Context: an optimization exercise on an open-source flow, tuned for small area. The choices shown serve that exercise and are no tape-out recipe.
RTL that was checked went through simulation tests only; none was proved equivalent to the original.
Function not checked in run 2: the RTL went through the layout flow alone.
The clock port is modelled as an ideal driver; clocking choices that lean on that would not hold on a real chip.
Power figures rest on the tool's default switching activity, not on a simulated workload.

==> flow/design.v <==
module key_scan(
    input            clk,
    input            rst_n,
    input            first,      
    input      [3:0] key_col,
    output     [3:0] key_row,
    output     [3:0] key_out,
    output           key_vld
);
    reg [3:0] col_ff0, col_ff1;
    reg [6:0] shake_cnt;
    reg [2:0] r_n;        
    wire [2:0] r = ~r_n;
    reg [4:0] s;
    reg [1:0] col_get;
    always @(posedge clk or negedge rst_n)
        if (!rst_n) begin
            col_ff0 <= 4'hf;
            col_ff1 <= 4'hf;
        end else begin
            col_ff0 <= key_col;
            col_ff1 <= col_ff0;
        end
    wire any_low    = ~&col_ff1;
    wire shake_flag = any_low & shake_cnt[6] & shake_cnt[5] & shake_cnt[1] & shake_cnt[0];
    wire [7:0] sc;
    wire [6:0] ss;
    assign sc[0] = any_low;
    genvar i;
    generate for (i = 0; i < 7; i = i + 1) begin : g_shake
        assign ss[i]    = shake_cnt[i] ^ sc[i];
        assign sc[i+1]  = shake_cnt[i] & sc[i];
    end endgenerate
    wire clr_shake = shake_flag | first;
    always @(posedge clk or negedge rst_n)
        if (!rst_n)
            {shake_cnt[4:3], shake_cnt[1:0]} <= 4'd0;
        else
            {shake_cnt[4:3], shake_cnt[1:0]} <= {ss[4:3], ss[1:0]};
    always @(posedge clk)
        {shake_cnt[6:5], shake_cnt[2]} <= {ss[6:5], ss[2]} & {3{~clr_shake}};
    wire idle  = r[2] & r[0];       
    wire r_is4 = r[2] & ~r[0];
    wire [4:0] qc;
    wire [3:0] qs;
    assign qc[0] = 1'b1;
    generate for (i = 0; i < 4; i = i + 1) begin : g_s
        assign qs[i]   = s[i] ^ qc[i];
        assign qc[i+1] = s[i] & qc[i];
    end endgenerate
    always @(posedge clk or negedge rst_n)
        if (!rst_n) begin
            r_n <= 3'd0;
            s <= 5'd0;
        end else if (s[4]) begin
            if (r_is4) begin
                if (!any_low) begin
                    r_n <= 3'd0;
                    s[4] <= 1'b0;
                end
            end else begin
                r_n <= ~(r + 3'd1);
                s[4] <= 1'b0;
            end
        end else if (idle) begin
            if (shake_flag)
                s[4] <= 1'b1;
        end else
            s <= {qc[4], qs};
    always @(posedge clk)
        if (idle & ~s[4])
            col_get <= (col_ff1 == 4'b1110) ? 2'd0 :
                       (col_ff1 == 4'b1101) ? 2'd1 :
                       (col_ff1 == 4'b1011) ? 2'd2 : 2'd3;
    assign key_row = {~r[2] & (r[1:0] != 2'd3), ~r[2] & (r[1:0] != 2'd2),
                      ~r[2] & (r[1:0] != 2'd1), ~r[2] & (r[1:0] != 2'd0)};
    assign key_vld = ~r[2] & (&s[3:0]) & ~col_ff1[col_get];
    assign key_out = {r[1:0], col_get};
endmodule
module control(
    input            clk,
    input            rst_n,
    input      [3:0] key_num,
    input            key_vld,
    input      [2:0] dsel,
    input            first,      
    output     [4:0] dchar
);
    localparam NONE = 5'd31;
    reg        err, pw, unlock, twice;    
    wire       lock = ~unlock;
    reg [3:0]  cnt_pw;       
    reg [15:4] pw_hi;
    reg        pw3_n;        
    reg [2:0]  pw_lo;
    wire [15:0] password = {pw_hi, ~pw3_n, pw_lo};
    reg [15:0] cnt_10s;
    reg [7:0]  cnt_2s_hi;
    wire digit   = key_vld & (key_num < 4'd10);
    wire confirm = key_vld & (key_num == 4'd10);
    wire [3:0] digit_code = {(~key_num[1] & ~key_num[2] & ~key_num[3]) | (key_num[1] & key_num[2]), (~key_num[1] & ~key_num[3]), (~key_num[2] & ~key_num[3]) | (key_num[0] & key_num[1]), (key_num[0])};
    wire pw_ok   = password == 16'h2345;
    wire [16:0] tc;
    wire [15:0] ts;
    assign tc[0] = pw;
    genvar i;
    generate for (i = 0; i < 16; i = i + 1) begin : g_10s
        assign ts[i]   = cnt_10s[i] ^ tc[i];
        assign tc[i+1] = cnt_10s[i] & tc[i];
    end endgenerate
    wire end_10s = pw & cnt_10s[15] & cnt_10s[14] & cnt_10s[9] & cnt_10s[8] &
                   cnt_10s[6] & cnt_10s[3] & cnt_10s[2] & cnt_10s[1] & cnt_10s[0];
    wire        fb   = cnt_pw[3] ^ ~(cnt_pw[2] & cnt_pw[1] & ~cnt_pw[0]);
    wire        wrap = cnt_pw[3] & ~cnt_pw[2] & ~cnt_pw[1] & ~cnt_pw[0];
    wire        carry = wrap & twice & lock;
    wire        hi_fb = ~(cnt_2s_hi[7] ^ cnt_2s_hi[5] ^ cnt_2s_hi[4] ^ cnt_2s_hi[3]);
    wire end_2s = err & wrap & cnt_2s_hi[7] & ~cnt_2s_hi[6] & cnt_2s_hi[5] &
                  cnt_2s_hi[2] & ~cnt_2s_hi[1] & cnt_2s_hi[0];
    wire add_pw  = ~err & digit & ~cnt_pw[3];
    wire leave   = end_10s | (confirm & (~pw_ok | (lock & twice)));   
    wire to_err  = pw & confirm & ~pw_ok & ~end_10s;
    always @(posedge clk or negedge rst_n)
        if (!rst_n) begin
            err    <= 1'b0;
            pw     <= 1'b0;
            unlock <= 1'b0;
            twice  <= 1'b0;
        end else if (err) begin
            err <= ~end_2s;
            unlock <= unlock ^ wrap;
            twice <= twice ^ (wrap & lock);
        end else begin
            err <= to_err;
            pw  <= pw ? ~leave : digit;
            if (pw & confirm & ~end_10s & (~pw_ok | (lock & twice)))
                unlock <= 1'b1;
            if (pw)
                twice <= twice ? ~(end_10s | confirm) : (lock & confirm & pw_ok);
        end
    always @(posedge clk)
        if (err)
            cnt_pw <= {cnt_pw[2:0], fb};
        else if (confirm | end_10s | first)
            cnt_pw <= 4'd0;
        else if (add_pw)
            cnt_pw <= {cnt_pw[2:0], 1'b1};
    always @(posedge clk)
        if (~err | carry)
            cnt_2s_hi <= {cnt_2s_hi[6:0], err & hi_fb};
    wire clr_10s = end_10s | first;
    always @(posedge clk or negedge rst_n)
        if (!rst_n)
            {cnt_10s[13:10], cnt_10s[7], cnt_10s[5], cnt_10s[3:0]} <= 10'd0;
        else
            {cnt_10s[13:10], cnt_10s[7], cnt_10s[5], cnt_10s[3:0]} <=
                {ts[13:10], ts[7], ts[5], ts[3:0]};
    always @(posedge clk)
        {cnt_10s[15:14], cnt_10s[9:8], cnt_10s[6], cnt_10s[4]} <=
            {ts[15:14], ts[9:8], ts[6], ts[4]} & {6{~clr_10s}};
    always @(posedge clk or negedge rst_n)
        if (!rst_n)
            pw3_n <= 1'b0;
        else if (add_pw)
            pw3_n <= ~digit_code[3];
    always @(posedge clk)
        if (add_pw)
            {pw_hi, pw_lo} <= {password[11:0], digit_code[2:0]};
    wire [4:0] fixed_char = {1'b1,
        (~dsel[0] & ~err & ~lock) | (dsel[0] & dsel[2]),
        ~((~dsel[0] & ~dsel[2]) | (dsel[1] & err)),
        (~dsel[1]) | (dsel[0] & ~lock) | (err),
        (dsel[1] & ~err) | (dsel[2] & ~err & ~lock) | (dsel[0] & ~dsel[1] & err) | (~dsel[0] & ~err & lock)};
    reg  [4:0] pw_char;
    always @(*)
        case (dsel)
            3'd0:    pw_char = cnt_pw[0] ? {1'b0, password[3:0]}   : NONE;
            3'd1:    pw_char = cnt_pw[1] ? {1'b0, password[7:4]}   : NONE;
            3'd2:    pw_char = cnt_pw[2] ? {1'b0, password[11:8]}  : NONE;
            3'd3:    pw_char = cnt_pw[3] ? {1'b0, password[15:12]} : NONE;
            default: pw_char = NONE;
        endcase
    assign dchar = pw ? pw_char : fixed_char;
endmodule
module seg_display(
    input            clk,
    input            rst_n,
    input      [4:0] dchar,
    output     [2:0] dsel,
    output           first,
    output     [7:0] segment,
    output     [5:0] seg_sel
);
    reg [4:0] cnt_300us;
    reg [2:0] sel_n;      
    wire [2:0] sel = ~sel_n;  
    reg [4:0] hold;
    reg [4:0] code_n;     
    wire [4:0] code = ~code_n;
    wire at_0 = (~cnt_300us[0] & ~cnt_300us[1] & ~cnt_300us[3] & ~cnt_300us[4]);
    wire load = (cnt_300us[0] & ~cnt_300us[2] & cnt_300us[4]);
    wire p_fb = cnt_300us[4] ^ ((~cnt_300us[1]) | (~cnt_300us[2]) | (cnt_300us[3]));
    always @(posedge clk or negedge rst_n)
        if (!rst_n)
            cnt_300us <= 5'd0;
        else
            cnt_300us <= {cnt_300us[3:0], p_fb};
    always @(posedge clk or negedge rst_n)
        if (!rst_n)
            sel_n <= ~3'd7;
        else if (at_0)
            sel_n <= ~{(sel[0] & sel[1] & ~sel[2]) | (~sel[0] & sel[2]), (sel[0] & ~sel[1] & ~sel[2]) | (~sel[0] & sel[1]), (~sel[0])};
    wire take = ~((~cnt_300us[0] & ~cnt_300us[1]) | (cnt_300us[4] & ~sel[2]) | (~cnt_300us[0] & sel[0]) | (cnt_300us[2] & sel[1]) | (cnt_300us[1] & ~cnt_300us[2] & sel[0]) | (~cnt_300us[3] & sel[2]));
    assign dsel  = sel;
    assign first = (sel[1] & sel[2]);
    always @(posedge clk)
        if (take)
            hold <= dchar;
    always @(posedge clk or negedge rst_n)
        if (!rst_n)
            code_n <= ~5'd31;
        else if (load)
            code_n <= ~hold;
    wire [6:0] seg = {~((~code[1] & ~code[4]) | (code[1] & ~code[3]) | (~code[2] & code[4])),
        ~((~code[1]) | (~code[0] & code[2])),
        (code[0] & ~code[4]) | (code[2] & ~code[3] & ~code[4]) | (code[0] & code[1] & code[3]),
        (~code[0] & ~code[1] & code[2]) | (code[0] & code[3]) | (~code[0] & ~code[2] & code[4]),
        (~code[0] & code[1] & ~code[3]) | (~code[1] & code[4]) | (code[2] & code[3] & code[4]),
        ~((~code[0] & ~code[1] & ~code[3]) | (code[0] & ~code[2]) | (code[1] & ~code[4])),
        (~code[0] & ~code[1] & code[2]) | (code[0] & code[1] & code[2]) | (~code[2] & ~code[3] & code[4]) | (code[1] & code[3] & code[4])};
    assign segment = {1'b1, seg};
    assign seg_sel = {(~sel[2]) | (~sel[0]),
        (~sel[2]) | (sel[0] & ~sel[1]),
        (~sel[1]) | (~sel[0]),
        (~sel[1]) | (sel[0] & ~sel[2]),
        (~sel[0]) | (sel[1] & ~sel[2]) | (~sel[1] & sel[2]),
        ~((~sel[0] & ~sel[1] & ~sel[2]) | (sel[1] & sel[2]))};
endmodule
module top(
    input        clk,
    input        rst_n,
    input  [3:0] key_col,
    output [3:0] key_row,
    output [5:0] seg_sel,
    output [7:0] segment
);
    wire [3:0] key_out;
    wire       key_vld;
    wire [2:0] dsel;
    wire       first;       
    wire [4:0] dchar;
    key_scan u_key_scan(.clk(clk), .rst_n(rst_n), .first(first), .key_col(key_col),
                        .key_row(key_row), .key_out(key_out), .key_vld(key_vld));
    control u_ctrl(.clk(clk), .rst_n(rst_n), .key_num(key_out), .key_vld(key_vld),
                   .dsel(dsel), .first(first), .dchar(dchar));
    seg_display u_segment(.clk(clk), .rst_n(rst_n), .dchar(dchar), .dsel(dsel), .first(first),
                          .segment(segment), .seg_sel(seg_sel));
endmodule
==> flow/flow/run.sh <==
#!/bin/bash
# Own layout flow: the standard flow (standard.sh: the unchanged standard
# synthesis, floorplan, power grid, tap cells, placement, CTS, routing) with
# settings ORFS reads from its environment:
#  - every port gets the smallest buffer (buf_1) instead of the default one;
#  - after floorplan, the combinational logic is re-mapped for area by
#    OpenROAD's restructure (ABC; every register is kept as synthesis made
#    it), and cells sized up go back to their smallest drive
#    (flow/downsize.tcl); later repair steps size up again where slew,
#    capacitance or timing need it;
#  - clock tree synthesis with clkbuf_4 and no dummy loads, and clock
#    buffers that drive 11 or more flip-flops made clkbuf_8 (flow/clkfix.tcl).
# The make output (all tools) goes to standard_make.log here; ORFS also keeps
# each step's log under orfs/logs.
set -euo pipefail
bash standard.sh \
  "BUFFER_PORTS_ARGS=-buffer_cell sky130_fd_sc_hd__buf_1" \
  "CTS_ARGS=-sink_clustering_enable -repair_clock_nets -dont_use_dummy_load -buf_list sky130_fd_sc_hd__clkbuf_4" \
  "POST_FLOORPLAN_TCL=$PWD/flow/downsize.tcl" \
  "POST_CTS_TCL=$PWD/flow/clkfix.tcl" \
  finish > standard_make.log 2>&1
==> flow/flow/clkfix.tcl <==
# After CTS: a clock buffer that drives 11 or more flip-flops is made stronger, so
# that every flip-flop clock pin stays well inside the slew limit.
set count 0
foreach inst [get_cells clkbuf_*] {
  set master [get_property [get_lib_cells -of_objects $inst] name]
  if {$master ne "sky130_fd_sc_hd__clkbuf_4"} { continue }
  set net [get_nets -of_objects [get_pins [get_full_name $inst]/X]]
  set loads [llength [get_pins -of_objects $net -filter "direction==input"]]
  if {$loads >= 11} {
    replace_cell [get_full_name $inst] sky130_fd_sc_hd__clkbuf_8
    incr count
  }
}
puts "clkfix: upsized $count clock buffers"
if {$count > 0} {
  detailed_placement
  check_placement -verbose
}
==> flow/flow/downsize.tcl <==
# After floorplan: re-map the combinational logic for area (OpenROAD's
# restructure, which runs ABC on the logic between registers and ports and
# keeps every register), then put every combinational cell back to its
# smallest drive strength (the design has several ns of slack); later repair
# steps size up again wherever slew, capacitance or timing need it.
set tielo_cell [lindex $::env(TIELO_CELL_AND_PORT) 0]
set tiehi_cell [lindex $::env(TIEHI_CELL_AND_PORT) 0]
set lib_name [get_name [get_property [lindex [get_lib_cell $tielo_cell] 0] library]]
set rmp_dir $::env(RESULTS_DIR)/rmp
file mkdir $rmp_dir
puts "restructure: area before [sta::format_area [rsz::design_area] 0]"
restructure -liberty_file [lindex $::env(LIB_FILES) 0] -target area \
  -tielo_port $lib_name/$tielo_cell/[lindex $::env(TIELO_CELL_AND_PORT) 1] \
  -tiehi_port $lib_name/$tiehi_cell/[lindex $::env(TIEHI_CELL_AND_PORT) 1] \
  -work_dir $rmp_dir -abc_logfile $rmp_dir/abc.log
puts "restructure: area after [sta::format_area [rsz::design_area] 0]"
set count 0
foreach inst [get_cells *] {
  set master [get_property [get_lib_cells -of_objects $inst] name]
  if {![regexp {^(sky130_fd_sc_hd__)([a-z0-9]+)_([0-9]+)$} $master -> pfx base drive]} { continue }
  if {[string match "df*" $base] || [string match "edf*" $base] || [string match "sdf*" $base]} { continue }
  if {[string match "*tap*" $base] || [string match "*fill*" $base] || [string match "*decap*" $base] || [string match "conb" $base]} { continue }
  foreach d {0 1} {
    if {$d >= $drive} { break }
    set cand "${pfx}${base}_${d}"
    if {[llength [get_lib_cells -quiet */$cand]] > 0 || [llength [get_lib_cells -quiet $cand]] > 0} {
      replace_cell [get_full_name $inst] $cand
      incr count
      break
    }
  }
}
puts "downsize: replaced $count cells"
==> flow/standard.sh <==
#!/bin/bash
# synth_recipe.tcl (not shown) runs the flow's synth.tcl, then flattens the netlist and writes it again
# the make line also repeats each setting of config.mk as NAME=value (left out here)
make -C /OpenROAD-flow-scripts/flow DESIGN_CONFIG=/design/flow/config.mk WORK_HOME=/design/flow/orfs CLKGATE_MAP_FILE= SYNTH_SCRIPT=/design/flow/synth_recipe.tcl "${@:-finish}"
==> flow/config.mk <==
export PLATFORM = sky130hd
export DESIGN_NAME = top
export DESIGN_NICKNAME = top
export VERILOG_FILES = /design/flow/design.v
export SDC_FILE = /design/flow/constraint.sdc
export NUM_CORES = 4
export LEC_CHECK = 0
export ABC_AREA = 0
export CAP_MARGIN = 20
export CORE_MARGIN = 2
export CORE_UTILIZATION = 40
export SLEW_MARGIN = 20
==> flow/constraint.sdc <==
create_clock -name core_clock -period 10.0 [get_ports {clk}]
set_input_delay 2.0000 -clock core_clock [delete_from_list [all_inputs] [get_ports {clk}]]
set_output_delay 2.0000 -clock core_clock [all_outputs]
set_load 0.01 [all_outputs]
==> notes.md, run 1 <==
- The run finished with no timing, DRC or antenna violations.
- VDD sags by at most 0.1080 mV.
- The die covers roughly 11,000 µm².
- In this run, the number of DRC markers left after iteration 0 of detailed routing was 147.
- Dividing the detail-routed wire length by the instance count gives around 14 µm.
- Once detail routing completed, the nets flagged for antenna violations numbered 0.
- TritonCTS built the clock tree.
- Leaving out fill and tap cells, the most frequent cell in the layout is nor2_1.
* Number of setup violations in the final report: 0
* Power per standard cell area: around 190 nW/µm²
* Mapped Nets: approximately 370
- The worst setup path is launched from a flop.
- Switching pwr: ~240 µW
* Pin count of the biggest net entering global routing: 49
- Combinational cells account for roughly a fifth of the total power.
- Switching Fraction: about 30%
- Final Net Count: 400
- Worst-case clock skew: 0.02257 ns
* Initial Util: 40.57%
* Count of input and output buffers: 22
* Clock Sink Count: 91
* R2r startpoint: u_ctrl.pw$_DFFE_PN0N_
- Summed over all nets, the half-perimeter wirelength after detailed placement is 5357 µm.
* Boundary pin count: 24
* Worst max-slew margin expressed relative to the limit: 50.98%
* Dpl ws: between 6 and 7 ns
- For the pin with the worst max-slew slack, the measured transition is around 0.73 ns.
- Worst min-delay path startpoint: u_key_scan.col_ff0[1]$_DFF_PN1_
- Die width: around 110 µm
* Number of instances in the synthesized netlist: 337
- Synthesized area: 4113 µm²
- For the worst-skew pair, the clock arrives at the later sink with an insertion delay of between 0.4 and 0.5 ns.
- Counting flops and latches in the post-synthesis netlist gives 91.
- Critical path data required time: 8.00 ns
- After routing, the total negative slack on setup checks comes to 0 ns.
- Post-detailed-placement cell area: 4123 µm²
- In the routed layout, each cell is associated on average with a via count of between 5 and 6.
* RSZ-0062 raised after global routing: no
* Power share of the clock group: around 22%
- Synth-to-Final Area Change: 2.647%
- Vias in the first global route: 2,638
- Yosys mapped a number of flops with a built-in enable equal to 34.
* Proportion of synthesized flip-flops having asynchronous set or reset: 52.75%
- The number of different library cells used by synthesis comes to 53.
- Die extent in y: between 100 and 150 µm
- In the final layout, the share of cells above drive strength 1 is around 4.8%.
- Sequential cells burn between 50% and 60% of the power.
* Final Max Tran Viols: 0
* Max Fanout on Critical Path: 16
- At the end of routability-driven placement, the weighted congestion stood at 0.8374.
* Vias: ~2,800
- Final worst hold slack: 0.3594 ns
* Number of iterations in the first detailed-routing pass: 4
- The first global-routing pass estimated 12,770 µm of wire.
- The worst setup path is captured at an output pin.
- The floorplan has 37 rows.
- Internal power comes to approximately 560 µW.
* Max capacitance violation total: 0
- The total count of hold-check failures in the final report came to 0.
* Clock input transition at the sequential cells of the worst setup and hold paths: around 0.1 ns
- Tracing the worst setup path back leads to its startpoint at u_segment.sel_n[1]$_DFFE_PN0P_.
* Top library cells by usage in the layout, fill and taps aside: nor2_1 (52), clkinv_1 (45), dfrtp_1 (40)
* Main synth FF type: dfrtp_1
- Once routing completed, OpenROAD measured the worst setup slack at 5.938 ns.
- Leakage component of the power: between 0.0015 and 0.002 µW
- The number of antenna violations at the first check in global routing is 0.
- Mean instance size in the synthesized netlist: around 12 µm²
- The critical path is of the reg2out type.
- The region available for standard cell placement spans between 10,000 and 15,000 µm².
- Highest Clock Rate: roughly 0.25 GHz
- Post-route clock period utilization: about two fifths
- The routed design has 7506 µm of wire.
- The Yosys step of the flow raised 3 warnings.
- 0 antenna diodes ended up in the layout.
- After detailed routing, the number of remaining DRC violations is 0.
* Endpoint arrival time on the critical path: slightly above 2 ns
- Worst hold path type: reg2reg
- Cells after DPL: ~520
- Global route total overflow: 0
- The count of cells in the finished layout, fillers not included, comes to around 530.
- After synthesis, flip-flops and latches occupy between 50% and 60% of the total area.
- Period minus WS final: between 4 and 5 ns
- Global routing used 14.30% of the available tracks across all layers.
* Design Area, Final: around 4200 µm²
==> cells by family (layout without fill, tap and decap cells) <==
logic type               after synthesis  after routing  synth area share, %
buffers and inverters                 27             77                2.617
other                                  1              2              0.09118
flip-flops                            91             91                58.66
adder cells (fa/ha/maj)               30              0                9.127
multiplexers                          12              0                4.076
AND/OR/NAND/NOR                       97            114                12.60
AO/OA/AOI/OAI                         66            103                10.07
XOR/XNOR                              13              5                2.769
==> through the flow <==
| stage | total power [µW] | util [%] |
|---|---|---|
| 6_report | 798.2 | 41.64 |
| 5_1_grt | 855.1 | 41.64 |
| 3_5_place_dp | 635.8 | 40.66 |
| 3_3_place_gp | 629.4 | 40.66 |
| 2_1_floorplan | 523.0 | - |
==> area by class of cell <==
type,instances,area (µm²)
fill,975,5917
sequential,91,2412
multi-input combinational,224,1280
tap,136,170.2
inverter,45,168.9
clock buffer,9,98.84
timing repair buffer,23,91.34
==> power groups by stage <==
stage / sequential (µW) / combinational (µW) / clock [µW]
2_1_floorplan: 442 / 81.2 / 0
3_3_place_gp: 480 / 150 / 0
3_5_place_dp: 482 / 154 / 0
5_1_grt: 483 / 175 / 197
6_report: 475 / 151 / 172
==> path summary, 6_finish.rpt <==
path | to | slack (ns) | depth (start not counted)
min in group asynchronous | u_key_scan.shake_cnt[4]$_DFF_PN0_ | 1.68 | 2
worst max-delay path | seg_sel[1] | 5.94 | 4
max in group asynchronous | u_segment.cnt_300us[0]$_DFF_PN0_ | 7.89 | 2
worst min-delay path | u_key_scan.col_ff1[1]$_DFF_PN1_ | 0.36 | 0
worst max register to register | u_ctrl.cnt_10s[14]$_DFF_P_ | 7.11 | 10
worst min register to register | u_key_scan.col_ff1[1]$_DFF_PN1_ | 0.36 | 0
==> flip-flops by register name, summed over array words and instances (netlist names), 5 cells and up <==
register	cells
u_ctrl.cnt_10s	16
u_ctrl.cnt_2s_hi	8
u_ctrl.pw_hi	12
u_key_scan.s	5
u_key_scan.shake_cnt	7
u_segment.cnt_300us	5
u_segment.code_n	5
u_segment.hold	5
==> cell usage after synthesis, drive strengths merged, types with 3 or more instances <==
library cell	n	share of area [%]
dfrtp	40	24
edfxtp	34	25
ha	30	9.1
nand2	25	2.3
a21oi	18	2.2
nor2	17	1.6
o21ai	16	1.9
inv	14	1.3
and2	11	1.7
dfxtp	9	4.4
clkbuf	8	0.73
dfstp	8	5.1
nor2b	8	1.2
xor2	7	1.5
nand4	6	0.91
o22ai	6	0.91
xnor2	6	1.3
buf	5	0.61
mux2	5	1.5
nand3	5	0.61
nor3	5	0.73
a21o	4	0.73
a22oi	4	0.73
mux2i	4	0.97
a211oi	3	0.55
mux4	3	1.6
nand4b	3	0.64
nor4b	3	0.64
o211ai	3	0.55
or3	3	0.46
or4	3	0.55
==> critical path, stage by stage (launching register included) <==
cell and delay (ns):
dfrtp_1 0.62, clkinv_1 0.47, nor2_1 0.29, o21ai_0 0.11, buf_1 0.15
==> per-layer routing <==
metal / vias up / track usage, % / routed length, µm
met3: 16 / 2.721 / 235
met4: 0 / 6.762 / 189
met5: - / 0 / 0
li1: 1403 / - / -
met1: 1318 / 18.70 / 3484
met2: 54 / 22.90 / 3596
==> inputs of run 2 (changes only) <==
--- a/flow/design.v
+++ b/flow/design.v
@@ -31,14 +31,12 @@
         assign ss[i]    = shake_cnt[i] ^ sc[i];
         assign sc[i+1]  = shake_cnt[i] & sc[i];
     end endgenerate
-    wire clr_shake = shake_flag | first;
-    always @(posedge clk or negedge rst_n)
-        if (!rst_n)
-            {shake_cnt[4:3], shake_cnt[1:0]} <= 4'd0;
+    always @(posedge clk or negedge rst_n)
+        if (!rst_n)
+            shake_cnt <= 7'd0;
         else
-            {shake_cnt[4:3], shake_cnt[1:0]} <= {ss[4:3], ss[1:0]};
-    always @(posedge clk)
-        {shake_cnt[6:5], shake_cnt[2]} <= {ss[6:5], ss[2]} & {3{~clr_shake}};
+            shake_cnt <= {ss[6] & ~shake_flag, ss[5] & ~shake_flag, ss[4:3],
+                          ss[2] & ~shake_flag, ss[1:0]};
     wire idle  = r[2] & r[0];       
     wire r_is4 = r[2] & ~r[0];
     wire [4:0] qc;
@@ -147,16 +145,12 @@
     always @(posedge clk)
         if (~err | carry)
             cnt_2s_hi <= {cnt_2s_hi[6:0], err & hi_fb};
-    wire clr_10s = end_10s | first;
-    always @(posedge clk or negedge rst_n)
-        if (!rst_n)
-            {cnt_10s[13:10], cnt_10s[7], cnt_10s[5], cnt_10s[3:0]} <= 10'd0;
+    always @(posedge clk or negedge rst_n)
+        if (!rst_n)
+            cnt_10s <= 16'd0;
         else
-            {cnt_10s[13:10], cnt_10s[7], cnt_10s[5], cnt_10s[3:0]} <=
-                {ts[13:10], ts[7], ts[5], ts[3:0]};
-    always @(posedge clk)
-        {cnt_10s[15:14], cnt_10s[9:8], cnt_10s[6], cnt_10s[4]} <=
-            {ts[15:14], ts[9:8], ts[6], ts[4]} & {6{~clr_10s}};
+            cnt_10s <= {ts[15:14] & {2{~end_10s}}, ts[13:10], ts[9:8] & {2{~end_10s}},
+                        ts[7], ts[6] & ~end_10s, ts[5], ts[4] & ~end_10s, ts[3:0]};
     always @(posedge clk or negedge rst_n)
         if (!rst_n)
             pw3_n <= 1'b0;
==> notes.md, run 2 <==
* Outcome: timing/DRC/antenna clean
* Most repeated cell in the gate-level netlist after synthesis: dfrtp_1
- Summed over all instances, the cell type with the most area after synthesis is dfrtp_1.
- The share of the Yosys chip area taken by registers is 58.77%.
- Main synth FF type: dfrtp_1
- Post-synth EDFFs: 34
- The tree built by TritonCTS fans out to roughly 90 sinks.
* Startpoint of the worst setup timing path: u_segment.sel_n[0]$_DFFE_PN0P_
- From synthesis to final layout, the design area changed by 2.364%.
- Core Region: a little over 10,000 µm²
- A synthesized cell averages ~12 µm².
* Die width: about 110 µm
* Via density per instance: between 5 and 6
- Final Net Count: around 400
- Clock latency on the worst-skew pair, taken at its later pin, is ~0.42 ns.
- For this run the aggregate overflow at the end of global routing stands at 0.
* Initial detailed-routing violation count: approximately 310
- TritonCTS clock tree: yes
- Met1 wire length: 3583 µm
- Cells taking the most area after synthesis: dfrtp_1 (29%), edfxtp_1 (24%), ha_1 (9.0%), dfstp_2 (5.0%), mux4_2 (2.7%)
- The wire-length estimate of the detail-placed layout is 5123 µm.
- The number of slew-limit violations in the final report came to 0.
- Reg-to-Reg End: u_ctrl.cnt_10s[14]$_DFF_PN0_
- The library cells used most frequently in the layout, excluding fill and tap cells, are nor2_1 (52), clkinv_1 (51), dfrtp_1 (49).
* Number of flip-flops under the largest register name: 16
- The worst path uses 39.26% of the clock period.
- Post-detailed-route DRC marker count: 0
* Max capacitance violation total: 0
* Gr usage total: a little over an eighth
* Sort of element at the start of the critical path: flop
* Worst hold path type: reg2reg
* Highest ir drop seen on vdd: roughly 0.12 mV
- Pin count of the biggest net entering global routing: a little under 60
- In this run the tool buffered the top-level ports with 22 buffer cells.
- Switching pwr: 260.6 µW
- Synthesized area: approximately 4200 µm²
- The first global-routing pass estimated approximately 12,000 µm of wire.
- Data arrives at the worst endpoint at about 1.9 ns.
* Synthesis warning total: 3
- Combinational group share of total power: about 21%
* Clock input transition at the sequential cells of the worst setup and hold paths: about 0.10 ns
- Setup slack closes at 6.074 ns.
- Setup slack on the worst reg-to-reg path comes out at around 7.3 ns.
* Fin. Hold Viols: 0
* Number of instances in the synthesized netlist: ~340
* Worst Setup Path Type: reg2out
* Share of post-route cells with drive strength above 1: approximately 5%
- Most numerous cell types in the synthesized netlist: dfrtp_1 (49), edfxtp_1 (34), ha_1 (30)
* Routability cong.: between 0.8 and 0.9
* Initial antenna violation count: 0
- Number of placement rows: 37
* Capturing instance or port of the critical path: seg_sel[1]
* Number of setup violations in the final report: 0
- Dpl ws: between 6 and 7 ns
* Leakage component of the power: between 0.0015 and 0.002 µW
* Die footprint: 11,290 µm²
- Power share of the clock group: around 20%
* Mapped Nets: roughly 370
- Diode insertion count for antenna repair: 0
- The detail route stage leaves a number of antenna-violating nets equal to 0.
* Total negative setup slack: 0 ns
- Flop and latch count out of synthesis: 91
- Period minus WS final: between 3 and 4 ns
- Max Fanout on Critical Path: 16
* Number of iterations in the first detailed-routing pass: 4
* Commonest non-fill, non-tap cell in the layout: nor2_1
* Boundary pin count: 24
- Worst-case clock skew: ~0.029 ns
* Proportion of synthesized flip-flops having asynchronous set or reset: a little over three fifths
- Critical path data required time: approximately 8.0 ns
- Counting cells, the worst reg-to-reg path comes to 13.
- Area share of the leading cell type in the synthesized netlist: 29.32%
- In this run the critical register-to-register path is launched from u_ctrl.pw$_DFFE_PN0N_.
- Counting distinct cell types in the post-synthesis netlist gives 57.
- Routed signal wires occupy layers up through met4.
* RSZ-0062 raised after global routing: no
- Power per standard cell area: 197.6 nW/µm²
- The final route contains approximately 2,800 vias.
- Vias in the first global route: 2,548
- Dividing the detail-routed wire length by the instance count gives 13.58 µm.
- After detailed routing, the met2 layer carries roughly 3200 µm of wire.
- Sequential cells account for between 50% and 60% of the total power.
* Switching Fraction: between 30% and 40%
- Total length of routed met3 wires: between 200 and 300 µm
- Highest Clock Rate: approximately 0.25 GHz
* Routed Wire Length: ~7000 µm
- The initial utilization of the core area, before any placement, comes to around two fifths.
- Die extent in y: 106.2 µm
- Measured against its own limit, the worst slew margin works out to 47.10%.
* Power Internal: between 500 and 600 µW
* Slew at the pin closest to its max-slew limit: slightly below 0.8 ns
* Kind of end point of the critical path: output pin
## run 2: changes by cell type after synthesis, moves of 3 or more
cell | previous run | this run
and2_1 | 11 | 1
dfrtp_1 | 40 | 49
dfxtp_1 | 9 | 0
nand2b_1 | 2 | 9
nor2_1 | 17 | 24
nor2b_1 | 8 | 12
a21boi_0 | 0 | 3
a21o_1 | 4 | 1
a21oi_1 | 18 | 21
clkbuf_1 | 8 | 5
## run 2: cell families (layout without fill, tap and decap cells)
kind of cell,after synthesis,in the layout,synth area share [%]
other,1,2,0.08968
buffers and inverters,25,84,2.573
multiplexers,14,0,5.027
flip-flops,91,91,58.77
AO/OA/AOI/OAI,59,107,8.618
AND/OR/NAND/NOR,102,109,13.23
adder cells (fa/ha/maj),30,0,8.977
XOR/XNOR,13,2,2.723
## run 2: metrics by stage
step / util [%] / instances / hold slack [ns] / power (µW) / cell area (µm²)
after global routing: 41.84 / 531 / 0.3657 / 908.6 / 4280
final: 41.84 / 531 / 0.3611 / 845.9 / 4280
after global placement: 40.82 / 521 / 0.3461 / 678.6 / 4177
after detailed placement: 40.82 / 521 / 0.3470 / 685.9 / 4177
after floorplan: - / 335 / 0.3452 / 523.2 / 4182
## run 2: critical path: stages, from the launching register on
cell	delay, ns
dfrtp_1	0.63
clkinv_1	0.49
o21ai_0	0.22
buf_1	0.17
## run 2: per-layer routing
metal	global-route usage, %	vias to the layer above
met2	20.47	66
met3	2.575	12
li1	-	1401
met1	19.70	1326
met5	0	-
met4	5.639	0
## run 2: cell type report
class / count / area, µm²
fillers: 968 / 5951
repair buffers: 24 / 96.34
inverters: 51 / 191.4
multi-input cells: 220 / 1266
flip-flops and latches: 91 / 2457
clock buffers: 9 / 98.84
well taps: 136 / 170.2
## run 2: how the worst min path moves through the flow
stage	from	endpoint	cells after the start	slack (ns)
2_1_floorplan	u_key_scan.col_ff0[0]$_DFF_PN1_	u_key_scan.col_ff1[0]$_DFF_PN1_	0	0.35
3_3_place_gp	u_key_scan.col_ff0[1]$_DFF_PN1_	u_key_scan.col_ff1[1]$_DFF_PN1_	0	0.35
3_5_place_dp	u_key_scan.col_ff0[1]$_DFF_PN1_	u_key_scan.col_ff1[1]$_DFF_PN1_	0	0.35
5_1_grt	u_key_scan.col_ff0[1]$_DFF_PN1_	u_key_scan.col_ff1[1]$_DFF_PN1_	0	0.37
6_report	u_key_scan.col_ff0[1]$_DFF_PN1_	u_key_scan.col_ff1[1]$_DFF_PN1_	0	0.36
## run 2: power by group through the flow
stage / clock (µW) / sequential [µW] / combinational (µW)
2_1_floorplan: 0 / 441 / 82.1
3_3_place_gp: 0 / 507 / 172
3_5_place_dp: 0 / 509 / 177
5_1_grt: 194 / 511 / 204
6_report: 169 / 502 / 175

==> re-timing with driven ports <==
How much do the figures lean on ideal ports? The routed layouts below were timed once more, with nothing changed but the port constraints.
Step 1, drivers: a clkbuf_16 drives clk and a buf_2 each remaining input, both assumed.
Step 2 times the ports against the registers' clock, not the clock port: input delays grow and output delays shrink by t, the midpoint of the rising clock arrivals with the driver on.
a / b / c = ideal / step 1 / step 2; a / b = the first two.
run	t (ns)	setup WS [ns]	hold WS [ns]	clock arrival spread, ns
run 1	0.432	5.938 / 5.910 / 6.342	0.359 / 0.359 / 0.359	0.023 / 0.023
run 2	0.439	6.074 / 6.043 / 6.482	0.361 / 0.361 / 0.361	0.029 / 0.029
After both steps setup and hold are still met in every run listed.
